This is an optimization exercise on Yosys and OpenROAD, whose aim is small area, a short achievable clock period and few clock cycles, not a production implementation. Function was checked by simulation only, so behaviour that the tests miss may differ from the original. No activity file was given, so power comes from the tool's default toggle rates.

$ cat config.mk
export PLATFORM = sky130hd
export DESIGN_NAME = core_riscv
export DESIGN_NICKNAME = core_riscv
export VERILOG_FILES = /design/flow/design.v
export SDC_FILE = /design/flow/constraint.sdc
export NUM_CORES = 4
export LEC_CHECK = 0
export CAP_MARGIN = 20
export CORE_MARGIN = 2
export CORE_UTILIZATION = 40
export PLACE_DENSITY = 0.6
export SLEW_MARGIN = 20
$ cat constraint.sdc
create_clock -name core_clock -period 10.0 [get_ports {clk}]
set_input_delay 2.0000 -clock core_clock [delete_from_list [all_inputs] [get_ports {clk}]]
set_output_delay 2.0000 -clock core_clock [all_outputs]
set_load 0.01 [all_outputs]
$ cat design.v
typedef struct packed {
    logic        valid;
    logic [31:0] pc;
    logic [31:0] pc_plus_four;
} if_id_reg_t;
typedef struct packed {
    logic          valid;
    logic [31:0]   pc_plus_four;
    logic [2:0]    func3;
    logic          ex_ma_intlk;
    logic [31:0] alu_op1;
    logic [31:0] alu_op2;
    logic [10:0] alu_fun;
    logic        dmem_rd_en;
    logic        dmem_wr_en;
    logic [31:0] dmem_data;
    logic        instr_branch;
    logic        instr_jalr;
    logic [31:0] branch_addr;
    logic        rs1_used;
    logic        rs2_used;
    logic [4:0]  rs1_addr;
    logic [4:0]  rs2_addr;
    logic       reg_wr_en;
    logic [1:0] reg_wr_sel;
    logic [4:0] reg_wr_addr;
} id_ex_reg_t;                 
typedef struct packed {
    logic valid;
    logic [31:0] pc_plus_four;
    logic        ex_ma_intlk;
    logic [31:0] alu_result;
    logic        dmem_rd_en;
    logic        dmem_wr_en;
    logic [31:0] dmem_data;
    logic [1:0]  dmem_size;
    logic        dmem_sign;
    logic        reg_wr_en;
    logic [1:0]  reg_wr_sel;
    logic [4:0]  reg_wr_addr;
} ex_ma_reg_t;                 
typedef struct packed {
    logic        valid;
    logic [31:0] pc_plus_four;
    logic [31:0] alu_result;
    logic        reg_wr_en;
    logic [1:0]  reg_wr_sel;
    logic [4:0]  reg_wr_addr;
} ma_wb_reg_t;
module instr_decoder (
        input [6:0] opcode_i,  
        input [2:0] func3_i,   
        input [0:0] func7_i,   
        output logic [10:0] alu_fun_o,        
        output logic [0:0]  alu_op1_sel_o,  
        output logic [1:0]  alu_op2_sel_o,  
        output logic       reg_wr_en_o,   
        output logic [1:0] reg_wr_sel_o,  
        output logic dmem_rd_en_o,       
        output logic dmem_wr_en_o,       
        output logic instr_jalr_o,
        output logic instr_jal_o,
        output logic instr_branch_o,
        output logic rs1_used_o,
        output logic rs2_used_o
    );
    always_comb begin : decode_instr
        alu_fun_o      = '0;
        alu_op1_sel_o  = '0;
        alu_op2_sel_o  = '0;
        reg_wr_en_o    = 1'b0;
        reg_wr_sel_o   = '0;
        dmem_rd_en_o   = 1'b0;
        dmem_wr_en_o   = 1'b0;
        instr_jalr_o   = 1'b0;
        instr_jal_o    = 1'b0;
        instr_branch_o = 1'b0;
        rs1_used_o     = 1'b0;
        rs2_used_o     = 1'b0;
        unique case (opcode_i)
            7'b0110111: begin                
                reg_wr_en_o   = 1'b1;
                reg_wr_sel_o  = 2'b00;
                alu_fun_o     = 11'b10000000000;
                alu_op1_sel_o = 1'b1;   
                alu_op2_sel_o = 2'b00;  
            end
            7'b0010111: begin                
                reg_wr_en_o   = 1'b1;
                reg_wr_sel_o  = 2'b00;
                alu_fun_o     = 11'b00000000001;
                alu_op1_sel_o = 1'b1;   
                alu_op2_sel_o = 2'b11;  
            end
            7'b1101111: begin
                instr_jal_o  = 1'b1;                
                reg_wr_en_o  = 1'b1;
                reg_wr_sel_o = 2'b10;  
            end
            7'b1100111: begin
                instr_jalr_o  = 1'b1;                
                reg_wr_en_o   = 1'b1;
                reg_wr_sel_o  = 2'b10;  
                alu_op1_sel_o = 1'b0;   
                alu_op2_sel_o = 2'b01;  
                alu_fun_o     = 11'b10000000000;  
                rs1_used_o    = 1'b1;
            end
            7'b1100011: begin
                instr_branch_o = 1'b1;
                alu_op1_sel_o  = 1'b0;
                alu_op2_sel_o  = 2'b00;
                rs1_used_o     = 1'b1;
                rs2_used_o     = 1'b1;
            end
            7'b0000011: begin                
                dmem_rd_en_o = 1'b1;  
                reg_wr_en_o  = 1'b1;
                reg_wr_sel_o = 2'b01;  
                alu_fun_o     = 11'b00000000001;
                alu_op1_sel_o = 1'b0;  
                alu_op2_sel_o = 2'b01;  
                rs1_used_o    = 1'b1;      
            end
            7'b0100011:  begin                
                dmem_wr_en_o = 1'b1;
                reg_wr_en_o  = 1'b0;
                alu_fun_o     = 11'b00000000001;
                alu_op1_sel_o = 1'b0;   
                alu_op2_sel_o = 2'b10;  
                rs1_used_o    = 1'b1;
                rs2_used_o    = 1'b1;
            end
            7'b0010011: begin
                reg_wr_en_o   =  1'b1;
                reg_wr_sel_o  = 2'b00;  
                alu_op1_sel_o = 1'b0;   
                alu_op2_sel_o = 2'b01;  
                rs1_used_o    = 1'b1;
                unique case (func3_i)
                    3'b000:  alu_fun_o = 11'b00000000001;  
                    3'b001:  alu_fun_o = 11'b00000000010;  
                    3'b010:  alu_fun_o = 11'b00000000100;  
                    3'b011: alu_fun_o = 11'b00000001000;  
                    3'b100:  alu_fun_o = 11'b00000010000;  
                    3'b110:   alu_fun_o = 11'b00001000000;  
                    3'b111:  alu_fun_o = 11'b00010000000;  
                    3'b101: begin  
                        if (func7_i) alu_fun_o = 11'b01000000000;  
                        else         alu_fun_o = 11'b00000100000;  
                    end 
                    default:
                        alu_fun_o = '0;
                endcase
            end
            7'b0110011: begin                
                reg_wr_en_o   =  1'b1;
                reg_wr_sel_o  = 2'b00;  
                alu_op1_sel_o = 1'b0;   
                alu_op2_sel_o = 2'b00;  
                rs1_used_o    = 1'b1;
                rs2_used_o    = 1'b1;
                unique case (func3_i)
                    3'b001:  alu_fun_o = 11'b00000000010;  
                    3'b010:  alu_fun_o = 11'b00000000100;  
                    3'b011: alu_fun_o = 11'b00000001000;  
                    3'b100:  alu_fun_o = 11'b00000010000;  
                    3'b110:   alu_fun_o = 11'b00001000000;  
                    3'b111:  alu_fun_o = 11'b00010000000;  
                    3'b000: begin  
                        if (func7_i) alu_fun_o = 11'b00100000000;  
                        else         alu_fun_o = 11'b00000000001;  
                    end
                    3'b101: begin  
                        if (func7_i) alu_fun_o = 11'b01000000000;  
                        else         alu_fun_o = 11'b00000100000;  
                    end 
                    default: alu_fun_o = '0;
                endcase
            end
            7'b1110011: begin
            end
            default: begin
            end
        endcase      
    end
endmodule
module alu_onehot (
        input [31:0] op1_i,
        input [31:0] op2_i,
        input [10:0] alu_fun_i,
        output logic [31:0] result_o
    );
    always @(*) begin
        case (alu_fun_i)
            11'b00000000001  : result_o = op1_i + op2_i;  
            11'b00100000000  : result_o = op1_i - op2_i;  
            11'b00001000000   : result_o = op1_i | op2_i;  
            11'b00010000000  : result_o = op1_i & op2_i;  
            11'b00000010000  : result_o = op1_i ^ op2_i;  
            11'b00000100000  : result_o = op1_i >> op2_i[4:0];  
            11'b00000000010  : result_o = op1_i << op2_i[4:0];  
            11'b01000000000  : result_o = $signed(op1_i) >>> op2_i[4:0];  
            11'b00000000100  : result_o = {31'b0, $signed(op1_i) < $signed(op2_i)};  
            11'b00000001000 : result_o = {31'b0, op1_i < op2_i};  
            11'b10000000000  : result_o = op1_i;  
            default  : result_o = 32'hdead_beef;
        endcase
    end
endmodule
module branch_cond_gen (
    input logic [31:0] data_rs1_i,
    input logic [31:0] data_rs2_i,
    input logic [2:0]  func3_i,
    input logic        instr_branch_i,
    output logic       branch_taken_o
    );
    logic br_eq;
    logic br_lt;
    logic br_ltu;
    logic branch_cond_true;
    assign br_eq  = (data_rs1_i == data_rs2_i);
    assign br_lt  = ($signed(data_rs1_i) < $signed(data_rs2_i));
    assign br_ltu = (data_rs1_i < data_rs2_i);
    always_comb begin
        case (func3_i)   
            3'b000:  branch_cond_true = br_eq;
            3'b001:  branch_cond_true = ~br_eq;
            3'b100:  branch_cond_true = br_lt;
            3'b101:  branch_cond_true = ~br_lt;
            3'b110: branch_cond_true = br_ltu;
            3'b111: branch_cond_true = ~br_ltu;
            default: branch_cond_true = 1'b0;  
        endcase
        branch_taken_o = (instr_branch_i && branch_cond_true) ? 1'b1 : 1'b0;
    end
endmodule
module reg_file (
        input               clk,
        input [4:0]         rd_addr1_i,
        input [4:0]         rd_addr2_i,
        input [4:0]         wr_addr_i,
        input [31:0]        wr_data_i,
        input               wr_en_i,
        output logic [31:0] rd_rs1_o,
        output logic [31:0] rd_rs2_o
    );
    logic [31:0] regs [31:0];
    always_ff @(negedge clk) begin
        if (wr_en_i && wr_addr_i != '0) begin
            regs[wr_addr_i] <= wr_data_i;
        end
    end
    assign rd_rs1_o = (rd_addr1_i == '0) ? 32'b0 : regs[rd_addr1_i];
    assign rd_rs2_o = (rd_addr2_i == '0) ? 32'b0 : regs[rd_addr2_i];
endmodule
`timescale 1ns / 1ps
module stage_fetch(
    input clk,
    input rst_i,
    input stall_i,
    input squash_i,
    input instr_jal_i,
    input instr_jalr_i,
    input branch_taken_i,
    input [31:0] jal_addr_i,
    input [31:0] branch_addr_i,
    input [31:0] jalr_addr_i,
    output logic [31:0] imem_addr_o,
    output logic        imem_rd_en_o,    
    output if_id_reg_t  if_id_reg_o  
    );
    if_id_reg_t if_id_r;  
    if_id_reg_t if_id_n;  
    logic [31:0] pc_r;  
    logic [31:0] pc_n;  
    logic [31:0] pc_plus_four;
    assign pc_plus_four = pc_r + 4;
    always_comb begin : next_pc_mux 
        if (instr_jalr_i)        pc_n = jalr_addr_i;
        else if (branch_taken_i) pc_n = branch_addr_i;
        else if (instr_jal_i)    pc_n = jal_addr_i;
        else                     pc_n = pc_plus_four;
    end
    always_ff @(posedge clk) begin : pc_reg
        if (rst_i) 
            pc_r <= '0;  
        else if (!stall_i) 
            pc_r <= pc_n;  
    end
    assign imem_addr_o = pc_r;
    assign imem_rd_en_o = !stall_i;  
    always_comb begin
        if_id_n.valid = (squash_i) ? 1'b0 : 1'b1;
        if_id_n.pc = pc_r;
        if_id_n.pc_plus_four = pc_plus_four;
    end
    always_ff @(posedge clk) begin
        if (rst_i) if_id_r.valid <= 1'b0;  
        else if (!stall_i) begin
            if_id_r <= if_id_n;
        end
    end
    assign if_id_reg_o = if_id_r; 
endmodule
`timescale 1ns / 1ps
module stage_decode (
        input             clk,
        input             rst_i,
        input             stall_i,
        input             squash_i, 
        input [31:0]      instr_i,
        input if_id_reg_t if_id_i,
        input [31:0]      data_rs1_i,
        input [31:0]      data_rs2_i,
        input id_ex_reg_t id_ex_fwd_i,
        output id_ex_reg_t  id_ex_reg_o,
        output logic        instr_jal_o,  
        output logic [31:0] jal_addr_o
    );
    id_ex_reg_t id_ex_r;  
    id_ex_reg_t id_ex_n;  
    logic [10:0] alu_fun;
    logic        alu_op1_sel;
    logic [1:0]  alu_op2_sel; 
    logic        dmem_rd_en;
    logic        dmem_wr_en;
    logic        reg_wr_en;
    logic [1:0]  reg_wr_sel;
    logic        rs1_used;
    logic        rs2_used;
    logic [31:0] u_type_imm;
    logic [31:0] i_type_imm;
    logic [31:0] s_type_imm;
    logic [31:0] j_type_imm;
    logic [31:0] b_type_imm;
    logic        instr_branch;
    logic        instr_jalr;
    logic        instr_jal;
    logic [31:0] branch_addr;
    instr_decoder riscv_decoder (
        .opcode_i       (instr_i[6:0]),
        .func3_i        (instr_i[14:12]),
        .func7_i        (instr_i[30]), 
        .alu_fun_o      (alu_fun),  
        .alu_op1_sel_o  (alu_op1_sel),
        .alu_op2_sel_o  (alu_op2_sel),
        .reg_wr_en_o    (reg_wr_en),
        .reg_wr_sel_o   (reg_wr_sel),
        .dmem_rd_en_o   (dmem_rd_en),
        .dmem_wr_en_o   (dmem_wr_en),
        .instr_jalr_o   (instr_jalr),
        .instr_jal_o    (instr_jal),
        .instr_branch_o (instr_branch),
        .rs1_used_o     (rs1_used),
        .rs2_used_o     (rs2_used)
    );
    assign u_type_imm = {instr_i[31:12], 12'b0};
    assign i_type_imm = {{21{instr_i[31]}}, instr_i[30:25], instr_i[24:20]};
    assign s_type_imm = {{21{instr_i[31]}}, instr_i[30:25], instr_i[11:7]};
    assign j_type_imm = {{12{instr_i[31]}}, instr_i[19:12], instr_i[20], instr_i[30:21], 1'b0};
    assign b_type_imm = {{20{instr_i[31]}}, instr_i[7], instr_i[30:25], instr_i[11:8], 1'b0};
    assign branch_addr   = if_id_i.pc + b_type_imm;
    assign jal_addr_o    = if_id_i.pc + j_type_imm;
    always_comb begin
        unique case (alu_op1_sel)
            1'b0: id_ex_n.alu_op1 = data_rs1_i;  
            1'b1: id_ex_n.alu_op1 = u_type_imm;  
        endcase
    end
    always_comb begin
        unique case (alu_op2_sel)
            2'b00: id_ex_n.alu_op2 = data_rs2_i;  
            2'b01: id_ex_n.alu_op2 = i_type_imm;  
            2'b10: id_ex_n.alu_op2 = s_type_imm;  
            2'b11: id_ex_n.alu_op2 = if_id_i.pc;  
        endcase
    end
    always_comb begin
        if (squash_i) begin
            id_ex_n.valid = 1'b0;
            id_ex_n.dmem_wr_en  = 1'b0;
        end
        else begin
            id_ex_n.valid = if_id_i.valid;
            id_ex_n.dmem_wr_en  = dmem_wr_en;
        end
        id_ex_n.pc_plus_four = if_id_i.pc_plus_four;
        id_ex_n.func3        = instr_i[14:12];  
        id_ex_n.ex_ma_intlk  = (instr_jal_o || dmem_rd_en);
        id_ex_n.alu_fun      = alu_fun;
        id_ex_n.dmem_data    = data_rs2_i;
        id_ex_n.dmem_rd_en   = dmem_rd_en;
        id_ex_n.instr_branch = instr_branch;
        id_ex_n.instr_jalr   = instr_jalr;
        id_ex_n.branch_addr  = branch_addr;
        id_ex_n.rs1_used     = rs1_used;
        id_ex_n.rs2_used     = rs2_used;
        id_ex_n.rs1_addr     = instr_i[19:15];
        id_ex_n.rs2_addr     = instr_i[24:20];
        id_ex_n.reg_wr_en    = (instr_i[11:7] == '0) ? '0 :reg_wr_en;
        id_ex_n.reg_wr_sel   = reg_wr_sel;
        id_ex_n.reg_wr_addr  = instr_i[11:7];    
    end
    always_ff @(posedge clk) begin
        if (rst_i) id_ex_r.valid <= '0;  
        else if (!stall_i) begin
            id_ex_r <= id_ex_n;
        end
        else begin
            id_ex_r.alu_op1   <= id_ex_fwd_i.alu_op1;
            id_ex_r.alu_op2   <= id_ex_fwd_i.alu_op2;
            id_ex_r.dmem_data <= id_ex_fwd_i.dmem_data;
        end
    end 
    assign instr_jal_o = (instr_jal && if_id_i.valid && !squash_i);
    assign id_ex_reg_o = id_ex_r;
endmodule
module stage_ex (
    input clk,
    input rst_i,
    input squash_i,
    input stall_i,
    input id_ex_reg_t id_ex_i,
    output ex_ma_reg_t  ex_ma_reg_o,
    output logic        instr_jalr_o,
    output logic        branch_taken_o,
    output logic [31:0] jalr_addr_o,
    output logic [31:0] branch_addr_o
    );
    ex_ma_reg_t ex_ma_r, ex_ma_n;
    logic [31:0] alu_result;
    logic [31:0] rs1_i_imm_sum;  
    logic        branch_taken;
    alu_onehot ALU (
        .op1_i        (id_ex_i.alu_op1),
        .op2_i        (id_ex_i.alu_op2),
        .alu_fun_i    (id_ex_i.alu_fun),
        .result_o (alu_result)
    );
    branch_cond_gen bcg (
        .data_rs1_i     (id_ex_i.alu_op1),
        .data_rs2_i     (id_ex_i.alu_op2),
        .func3_i        (id_ex_i.func3),
        .instr_branch_i (id_ex_i.instr_branch),
        .branch_taken_o (branch_taken)
    );
    assign branch_addr_o  = id_ex_i.branch_addr;
    assign rs1_i_imm_sum  = id_ex_i.alu_op1 + id_ex_i.alu_op2;
    assign jalr_addr_o    = {rs1_i_imm_sum[31:1], 1'b0};
    assign instr_jalr_o   = (id_ex_i.instr_jalr && id_ex_i.valid && !squash_i);
    assign branch_taken_o = (branch_taken && id_ex_i.valid && !squash_i);
    always_comb begin
        if (squash_i) begin
            ex_ma_n.valid = 1'b0;
            ex_ma_n.dmem_wr_en  = 1'b0;
        end
        else begin
            ex_ma_n.valid = id_ex_i.valid;
            ex_ma_n.dmem_wr_en  = (id_ex_i.dmem_wr_en && id_ex_i.valid);
        end
        ex_ma_n.pc_plus_four = id_ex_i.pc_plus_four;
        ex_ma_n.alu_result   = alu_result;
        ex_ma_n.ex_ma_intlk  = id_ex_i.ex_ma_intlk;
        ex_ma_n.dmem_data  = id_ex_i.dmem_data;
        ex_ma_n.dmem_rd_en = (id_ex_i.dmem_rd_en && id_ex_i.valid);
        ex_ma_n.dmem_size  = id_ex_i.func3[1:0];
        ex_ma_n.dmem_sign  = id_ex_i.func3[2];
        ex_ma_n.reg_wr_en   = id_ex_i.reg_wr_en;
        ex_ma_n.reg_wr_sel  = id_ex_i.reg_wr_sel;
        ex_ma_n.reg_wr_addr = id_ex_i.reg_wr_addr;
    end
    always_ff @(posedge clk) begin
        if (rst_i) begin
            ex_ma_r.valid      <= 1'b0;
            ex_ma_r.dmem_rd_en <= 1'b0;
            ex_ma_r.dmem_wr_en <= 1'b0;
        end
        else if (!stall_i) begin
            ex_ma_r <= ex_ma_n;
        end
    end
    assign ex_ma_reg_o = ex_ma_r;
    wire _unused = &{1'b0, rs1_i_imm_sum[0], id_ex_i.rs1_used, id_ex_i.rs2_used,
        id_ex_i.rs1_addr, id_ex_i.rs2_addr, id_ex_i.ex_ma_intlk};
endmodule
module stage_ma (
    input logic        clk,
    input logic        rst_i,
    input logic        stall_i,
    input logic        squash_i,
    input ex_ma_reg_t  ex_ma_i,  
    output ma_wb_reg_t ma_wb_reg_o
);
    ma_wb_reg_t ma_wb_r;  
    ma_wb_reg_t ma_wb_n;  
    always_comb begin
        if (squash_i) ma_wb_n.valid = 1'b0;
        else          ma_wb_n.valid = ex_ma_i.valid;
        ma_wb_n.pc_plus_four = ex_ma_i.pc_plus_four;
        ma_wb_n.alu_result   = ex_ma_i.alu_result;
        ma_wb_n.reg_wr_en    = ex_ma_i.reg_wr_en;
        ma_wb_n.reg_wr_sel   = ex_ma_i.reg_wr_sel;
        ma_wb_n.reg_wr_addr  = ex_ma_i.reg_wr_addr;
    end
    always_ff @(posedge clk) begin
        if (rst_i) ma_wb_r.valid <= 1'b0;
        else if (!stall_i) begin
            ma_wb_r <= ma_wb_n;
        end
    end
    assign ma_wb_reg_o = ma_wb_r;
    wire _unused = &{
        1'b0, 
        ex_ma_i.dmem_data, 
        ex_ma_i.dmem_rd_en,
        ex_ma_i.dmem_wr_en,
        ex_ma_i.dmem_size,
        ex_ma_i.dmem_sign,
        ex_ma_i.ex_ma_intlk};
endmodule
module core_riscv (
    input logic         clk,
    input logic         rst_i,
    input  logic [31:0] imem_data_i,
    output logic [31:0] imem_addr_o,
    output logic        imem_rd_en_o,
    input  logic [31:0] dmem_data_i,
    output logic [31:0] dmem_data_o,
    output logic [31:0] dmem_addr_o,
    output logic        dmem_rd_en_o,
    output logic        dmem_wr_en_o,
    output logic [1:0]  dmem_size_o,
    output logic        dmem_sign_o
);
    logic instr_jal;
    logic instr_jalr;
    logic branch_taken;
    logic [31:0] jal_addr;
    logic [31:0] jalr_addr;
    logic [31:0] branch_addr;
    if_id_reg_t if_id_reg;
    id_ex_reg_t id_ex_reg, id_ex_forwarded;
    ex_ma_reg_t ex_ma_reg;
    ma_wb_reg_t ma_wb_reg;
    logic        wb_reg_wr_en;
    logic [31:0] wb_data;
    logic [4:0]  wb_reg_wr_addr;
    logic [31:0] data_rs1;
    logic [31:0] data_rs2;
    logic forward_ex_ma_valid;
    logic forward_ma_wb_valid;
    logic squash_if;
    logic squash_id;
    logic squash_ex;
    logic squash_ma;
    logic squash_wb;
    logic stall_if;
    logic stall_id;
    logic stall_ex;
    logic stall_ma;
    stage_fetch fetch (
        .clk            (clk),
        .rst_i          (rst_i),
        .stall_i        (stall_if),
        .squash_i       (squash_if),
        .instr_jal_i    (instr_jal),
        .instr_jalr_i   (instr_jalr),
        .branch_taken_i (branch_taken),
        .jal_addr_i     (jal_addr),
        .jalr_addr_i    (jalr_addr),
        .branch_addr_i  (branch_addr),
        .imem_addr_o    (imem_addr_o),   
        .imem_rd_en_o   (imem_rd_en_o),  
        .if_id_reg_o    (if_id_reg)     
    );
    stage_decode decode (
        .clk            (clk),
        .rst_i          (rst_i),
        .stall_i        (stall_id),
        .squash_i       (squash_id),
        .instr_i        (imem_data_i),  
        .if_id_i        (if_id_reg),    
        .data_rs1_i     (data_rs1),
        .data_rs2_i     (data_rs2),
        .id_ex_fwd_i    (id_ex_forwarded),
        .id_ex_reg_o    (id_ex_reg),   
        .instr_jal_o    (instr_jal),
        .jal_addr_o     (jal_addr)
    );
    stage_ex ex (
        .clk            (clk),
        .rst_i          (rst_i),
        .stall_i        (stall_ex),
        .squash_i       (squash_ex),
        .id_ex_i        (id_ex_forwarded),  
        .ex_ma_reg_o    (ex_ma_reg),   
        .instr_jalr_o   (instr_jalr),
        .branch_taken_o (branch_taken),
        .jalr_addr_o    (jalr_addr),
        .branch_addr_o  (branch_addr)
    );
    stage_ma ma (
        .clk         (clk),
        .rst_i       (rst_i),
        .stall_i     (stall_ma),
        .squash_i    (squash_ma),
        .ex_ma_i     (ex_ma_reg),  
        .ma_wb_reg_o (ma_wb_reg)  
    );
    assign dmem_rd_en_o = ex_ma_reg.dmem_rd_en;  
    assign dmem_wr_en_o = ex_ma_reg.dmem_wr_en;  
    assign dmem_addr_o  = ex_ma_reg.alu_result;  
    assign dmem_data_o  = ex_ma_reg.dmem_data;   
    assign dmem_size_o  = ex_ma_reg.dmem_size;   
    assign dmem_sign_o  = ex_ma_reg.dmem_sign;   
    assign wb_reg_wr_en = (ma_wb_reg.valid && ma_wb_reg.reg_wr_en && !squash_wb) ? 1'b1 : 1'b0;
    assign wb_reg_wr_addr = ma_wb_reg.reg_wr_addr;  
    always_comb begin
        unique case (ma_wb_reg.reg_wr_sel)
        2'b00: wb_data = ma_wb_reg.alu_result;  
        2'b01: wb_data = dmem_data_i;           
        2'b10: wb_data = ma_wb_reg.pc_plus_four;  
        2'b11: wb_data = '0;  
        default: wb_data = '0;  
        endcase
    end
    reg_file core_reg_file (
        .clk        (clk),
        .rd_addr1_i (imem_data_i[19:15]),  
        .rd_addr2_i (imem_data_i[24:20]),  
        .wr_addr_i  (wb_reg_wr_addr),  
        .wr_data_i  (wb_data),
        .wr_en_i    (wb_reg_wr_en),
        .rd_rs1_o   (data_rs1),
        .rd_rs2_o   (data_rs2)
    );
    always_comb begin
        squash_if = 1'b0;
        squash_id = 1'b0;
        squash_ex = 1'b0;
        squash_ma = 1'b0;
        squash_wb = 1'b0;
        stall_if = 1'b0;
        stall_id = 1'b0;
        stall_ex = 1'b0;
        stall_ma = 1'b0;
        if (instr_jalr || branch_taken) begin
            squash_if = 1'b1;
            squash_id = 1'b1;
        end
        if (instr_jal) begin
            squash_if = 1'b1;
        end
        if (((id_ex_reg.rs1_used && ex_ma_reg.reg_wr_addr == id_ex_reg.rs1_addr)
            || (id_ex_reg.rs2_used && ex_ma_reg.reg_wr_addr == id_ex_reg.rs2_addr))
            && ex_ma_reg.valid && ex_ma_reg.reg_wr_en
            && ex_ma_reg.dmem_rd_en) begin
            stall_if  = 1'b1;
            stall_id  = 1'b1;
            squash_ex = 1'b1;
        end
    end
    logic [31:0] ex_ma_fwd_data;
    assign ex_ma_fwd_data = (ex_ma_reg.reg_wr_sel == 2'b10) ? ex_ma_reg.pc_plus_four
                                                            : ex_ma_reg.alu_result;
    always_comb begin
        id_ex_forwarded     = id_ex_reg;
        forward_ex_ma_valid = (ex_ma_reg.valid && ex_ma_reg.reg_wr_en);
        forward_ma_wb_valid = (ma_wb_reg.valid && ma_wb_reg.reg_wr_en);
        if (id_ex_reg.rs1_used && forward_ex_ma_valid 
                && (id_ex_reg.rs1_addr == ex_ma_reg.reg_wr_addr)) begin
            id_ex_forwarded.alu_op1 = ex_ma_fwd_data;
        end
        else if (id_ex_reg.rs1_used && forward_ma_wb_valid 
                && (id_ex_reg.rs1_addr == ma_wb_reg.reg_wr_addr)) begin
            id_ex_forwarded.alu_op1 = wb_data;  
        end
        else begin
            id_ex_forwarded.alu_op1 = id_ex_reg.alu_op1;
        end
        if (id_ex_reg.rs2_used && forward_ex_ma_valid
                && (id_ex_reg.rs2_addr == ex_ma_reg.reg_wr_addr)) begin
            if (id_ex_reg.dmem_wr_en) id_ex_forwarded.dmem_data = ex_ma_fwd_data;
            else                      id_ex_forwarded.alu_op2   = ex_ma_fwd_data;
        end
        else if (id_ex_reg.rs2_used && forward_ma_wb_valid 
                && (id_ex_reg.rs2_addr == ma_wb_reg.reg_wr_addr)) begin
            if (id_ex_reg.dmem_wr_en) id_ex_forwarded.dmem_data = wb_data;
            else                      id_ex_forwarded.alu_op2   = wb_data;
        end
        else begin
            id_ex_forwarded.dmem_data = id_ex_reg.dmem_data;
            id_ex_forwarded.alu_op2   = id_ex_reg.alu_op2;
        end
    end
endmodule
$ cat run.sh
#!/bin/bash
# synth_recipe.tcl (not shown) runs the flow's synth.tcl, then flattens the netlist and writes it again
# the make line also repeats each setting of config.mk as NAME=value (left out here)
make -C /OpenROAD-flow-scripts/flow DESIGN_CONFIG=/design/flow/config.mk WORK_HOME=/design/flow/orfs CLKGATE_MAP_FILE= SYNTH_SCRIPT=/design/flow/synth_recipe.tcl finish
==> notes.md <==
-- power groups by stage --
| stage | Sequential (mW) | Combinational [mW] | Clock (mW) |
|---|---|---|---|
| finish | 7.34 | 2.56 | 7.98 |
| CTS | 7.34 | 2.47 | 8.13 |
| global placement | 7.43 | 2.45 | 0.606 |
| detailed placement | 7.43 | 2.46 | 0.606 |
| floorplan | 7.37 | 1.55 | 0.606 |
| global route | 7.34 | 2.65 | 8.70 |
-- cells by family (layout without fill, tap and decap cells) --
group,Yosys count,in the layout
mux,989,989
xor+xnor,148,148
fa+ha+maj,145,145
simple gates,1065,1065
compound gates,1293,1293
other cells,1,39
flops,1499,1499
buf+inv,655,1817
-- layout make-up --
type                    instances  area [µm²]  area share
clock buffers                 180        4270      0.0454
clock inverters              1149        5230      0.0556
well taps                    2656        3320      0.0353
diodes                          7        17.5    0.000186
inverters                     134         515     0.00548
repair buffers                354        3250      0.0345
flip-flops and latches       1499       44600       0.474
multi-input cells            3672       32800       0.349
-- metal layers --
layer / global-route usage / routed length, µm
met2: 0.459 / 142000
met4: 0.211 / 22900
met3: 0.0712 / 29200
met1: 0.361 / 112000
met5: 0 / 23
-- sequential cells by signal, indices dropped and copies added (netlist names) --
signal,count
ma.ma_wb_r,73
core_reg_file.regs,1024
ex.ex_ma_r,110
fetch.pc_r,32
fetch.if_id_r,63
decode.id_ex_r,197
-- placed cells by master, fill, tap and decap left out, types with 30 or more instances in the layout --
master and n:
nor3_1 87, o221ai_1 149, ha_1 141, nand3_1 62, a2111oi_0 30, nor2_1 369, mux2i_1 499, o21ai_0 225
a21oi_1 343, dfxtp_1 38, a211oi_1 41, clkbuf_16 167, inv_1 1184, o22ai_1 88, o211ai_1 61, a221o_1 44
nor2_4 33, conb_1 32, mux2_2 37, mux4_2 451, buf_4 178, xor2_1 56, a21o_1 31, a221oi_1 44
nor3b_1 35, xnor2_1 89, edfxtp_1 1461, clkdlybuf4s50_1 157, nand2_1 296
-- worst reg2reg max path, cell delays in order (launching register included) --
cell and delay (ps):
edfxtp_1 390, mux4_2 470, o22ai_1 160, nor3b_1 80
o21ai_0 840, nor2_1 270, a2111oi_0 670, a21oi_1 110
-- worst min path at each step --
stage | endpoint | startpoint
3_3_place_gp | ex.ex_ma_r[6]$_DFFE_PN_ | decode.id_ex_r[6]$_DFFE_PP_
3_5_place_dp | decode.id_ex_r[170]$_DFFE_PP_ | fetch.if_id_r[3]$_DFFE_PP_
5_1_grt | decode.id_ex_r[196]$_DFFE_PP_ | fetch.if_id_r[29]$_DFFE_PP_
6_report | decode.id_ex_r[170]$_DFFE_PP_ | fetch.if_id_r[3]$_DFFE_PP_
2_1_floorplan | decode.id_ex_r[169]$_DFFE_PP_ | fetch.if_id_r[2]$_DFFE_PP_
4_1_cts | decode.id_ex_r[196]$_DFFE_PP_ | fetch.if_id_r[29]$_DFFE_PP_
==> flow_metrics.env <==
export IMPL_fin_nets=7062
export IMPL_cts_max_path_buffers=3
export IMPL_drt_total_wl_um=306000
export IMPL_finalHoldViolCount=0
export IMPL_crit_type="in2reg"
export IMPL_grt_usage=0.295
export IMPL_synth_most_common_cell="edfxtp_1"
export IMPL_cp_cell_sequence="clkdlybuf4s50_1 -> a21oi_1 -> inv_1"
export IMPL_end_kind="register"
export IMPL_via_per_inst=6.22
export IMPL_die_w_um=451
export IMPL_ant_nets=0
export IMPL_synth_top_cell_area_share=0.549
export IMPL_slew_headroom=0.166
export IMPL_hpwl_um=197000
export IMPL_synthMuxAreaShare=0.195
export IMPL_slowest_stage="clkdlybuf4s50_1"
export IMPL_critPathLaunchType="input port"
export IMPL_path_buf_inv=2
export IMPL_critPathMaxFanout=33
export IMPL_synth_cell_types=101
export IMPL_status="timing/DRC/antenna clean"
export IMPL_whs_path_depth=0
export IMPL_required_ps=5440
export IMPL_antenna_found_initial=13
export IMPL_clk_insertion_delay_late_ps=840
export IMPL_setup_slack_ps=1630
export IMPL_clockRootBuffer="clkbuf_16"
export IMPL_maxCapViolations=0
export IMPL_p_comb_frac=0.143
export IMPL_p_leak_nw=36.7
export IMPL_rsz0062_at_grt="no"
export IMPL_drv_slew=0
export IMPL_cts_inserted_buffers=166
export IMPL_gp_congestion=1.05
export IMPL_setup_tns_ps=0
export IMPL_yosysSeqAreaShare=0.558
export IMPL_place_area_mm2=0.0845
export IMPL_fillers=17600
export IMPL_ys_ff_latch=1499
export IMPL_num_io_pins=168
export IMPL_synth_edf_count=1461
export IMPL_grt_pass1_wl_um=429000
export IMPL_endpoint="core_reg_file.regs[4][26]$_DFFE_NP_"
export IMPL_final_cells=9651
export IMPL_holdBufCountCts=0
export IMPL_grt_max_degree=140
export IMPL_yosys_warnings=9
export IMPL_dr_pass1_iters=6
export IMPL_r2r_start="core_reg_file.regs[28][17]$_DFFE_NP_"
export IMPL_grt_overflow=0
export IMPL_cts_htree_levels=4
export IMPL_synth_xor_area_share=0.0162
export IMPL_path_delay_family="buffers and inverters"
export IMPL_dp_cells=8312
export IMPL_vias=60100
export IMPL_synth_avg_cell_area_um2=13.8
export IMPL_first_iter_violations=7953
export IMPL_setup_viol=0
export IMPL_critPathArrivalTime_ps=3810
export IMPL_drc=0
export IMPL_startpoint="dmem_data_i[26]"
export IMPL_total_power_mw=17.9
export IMPL_power_frac_seq=0.411
export IMPL_syn_cell_area_mm2=0.0800
export IMPL_synthAdderAreaFrac=0.0231
export IMPL_row_count=164
export IMPL_wl_per_cell_um=31.7
export IMPL_synthTopCellsByArea="edfxtp_1 55%, mux4_2 13%, mux2i_1 6.2%"
export IMPL_grt_pass1_vias=60200
export IMPL_fin_hold_ws_ps=418
export IMPL_die_h_um=451
export IMPL_p_int_mw=12.3
export IMPL_finClkSkew_ps=76.3
export IMPL_cts_clk_slew_worst_paths_ps=70
export IMPL_cpPeakStageDelay_ps=790
export IMPL_netlist_instances=5795
export IMPL_dp_slack_ps=821
export IMPL_synth_top_family_by_area="multiplexers"
export IMPL_die_area_mm2=0.204
export IMPL_drive_above_1_share=0.153
export IMPL_cts_tree="built"
export IMPL_reg2reg_slack_ps=1740
export IMPL_syn2layout_area_growth_pct=17.6
export IMPL_synth_compound_area_frac=0.108
export IMPL_cp_num_cells=3
export IMPL_synthArstFlopShare=0
export IMPL_initial_core_util=0.401
export IMPL_vdd_drop_max_uv=167
export IMPL_switching_power_mw=5.59
export IMPL_yosys_area_top_type="edfxtp_1"
export IMPL_cts_sinks=1499
export IMPL_p_clk_frac=0.446
export IMPL_synthTopCellsByCount="1461 x edfxtp_1, 499 x mux2i_1, 451 x mux4_2"
export IMPL_r2r_cells=7
export IMPL_synthFlopType="edfxtp_1"
export IMPL_io_buffer_count=167
export IMPL_hold_class="reg2reg"
export IMPL_cellPowerDensity_mw_per_mm2=190
export IMPL_r2r_end="decode.id_ex_r[116]$_DFFE_PN_"
export IMPL_swShare=0.313
export IMPL_cts_setup_buffers=0
export IMPL_synth_simple_area_share=0.0607
export IMPL_cts_resized=0
export IMPL_worst_pin_slew_ps=1240
export IMPL_core_area_mm2=0.199
export IMPL_final_util=0.472
export IMPL_finalInstanceArea_mm2=0.0941
Testbench counts, summed over its fixed seeds: cycles 58,968.
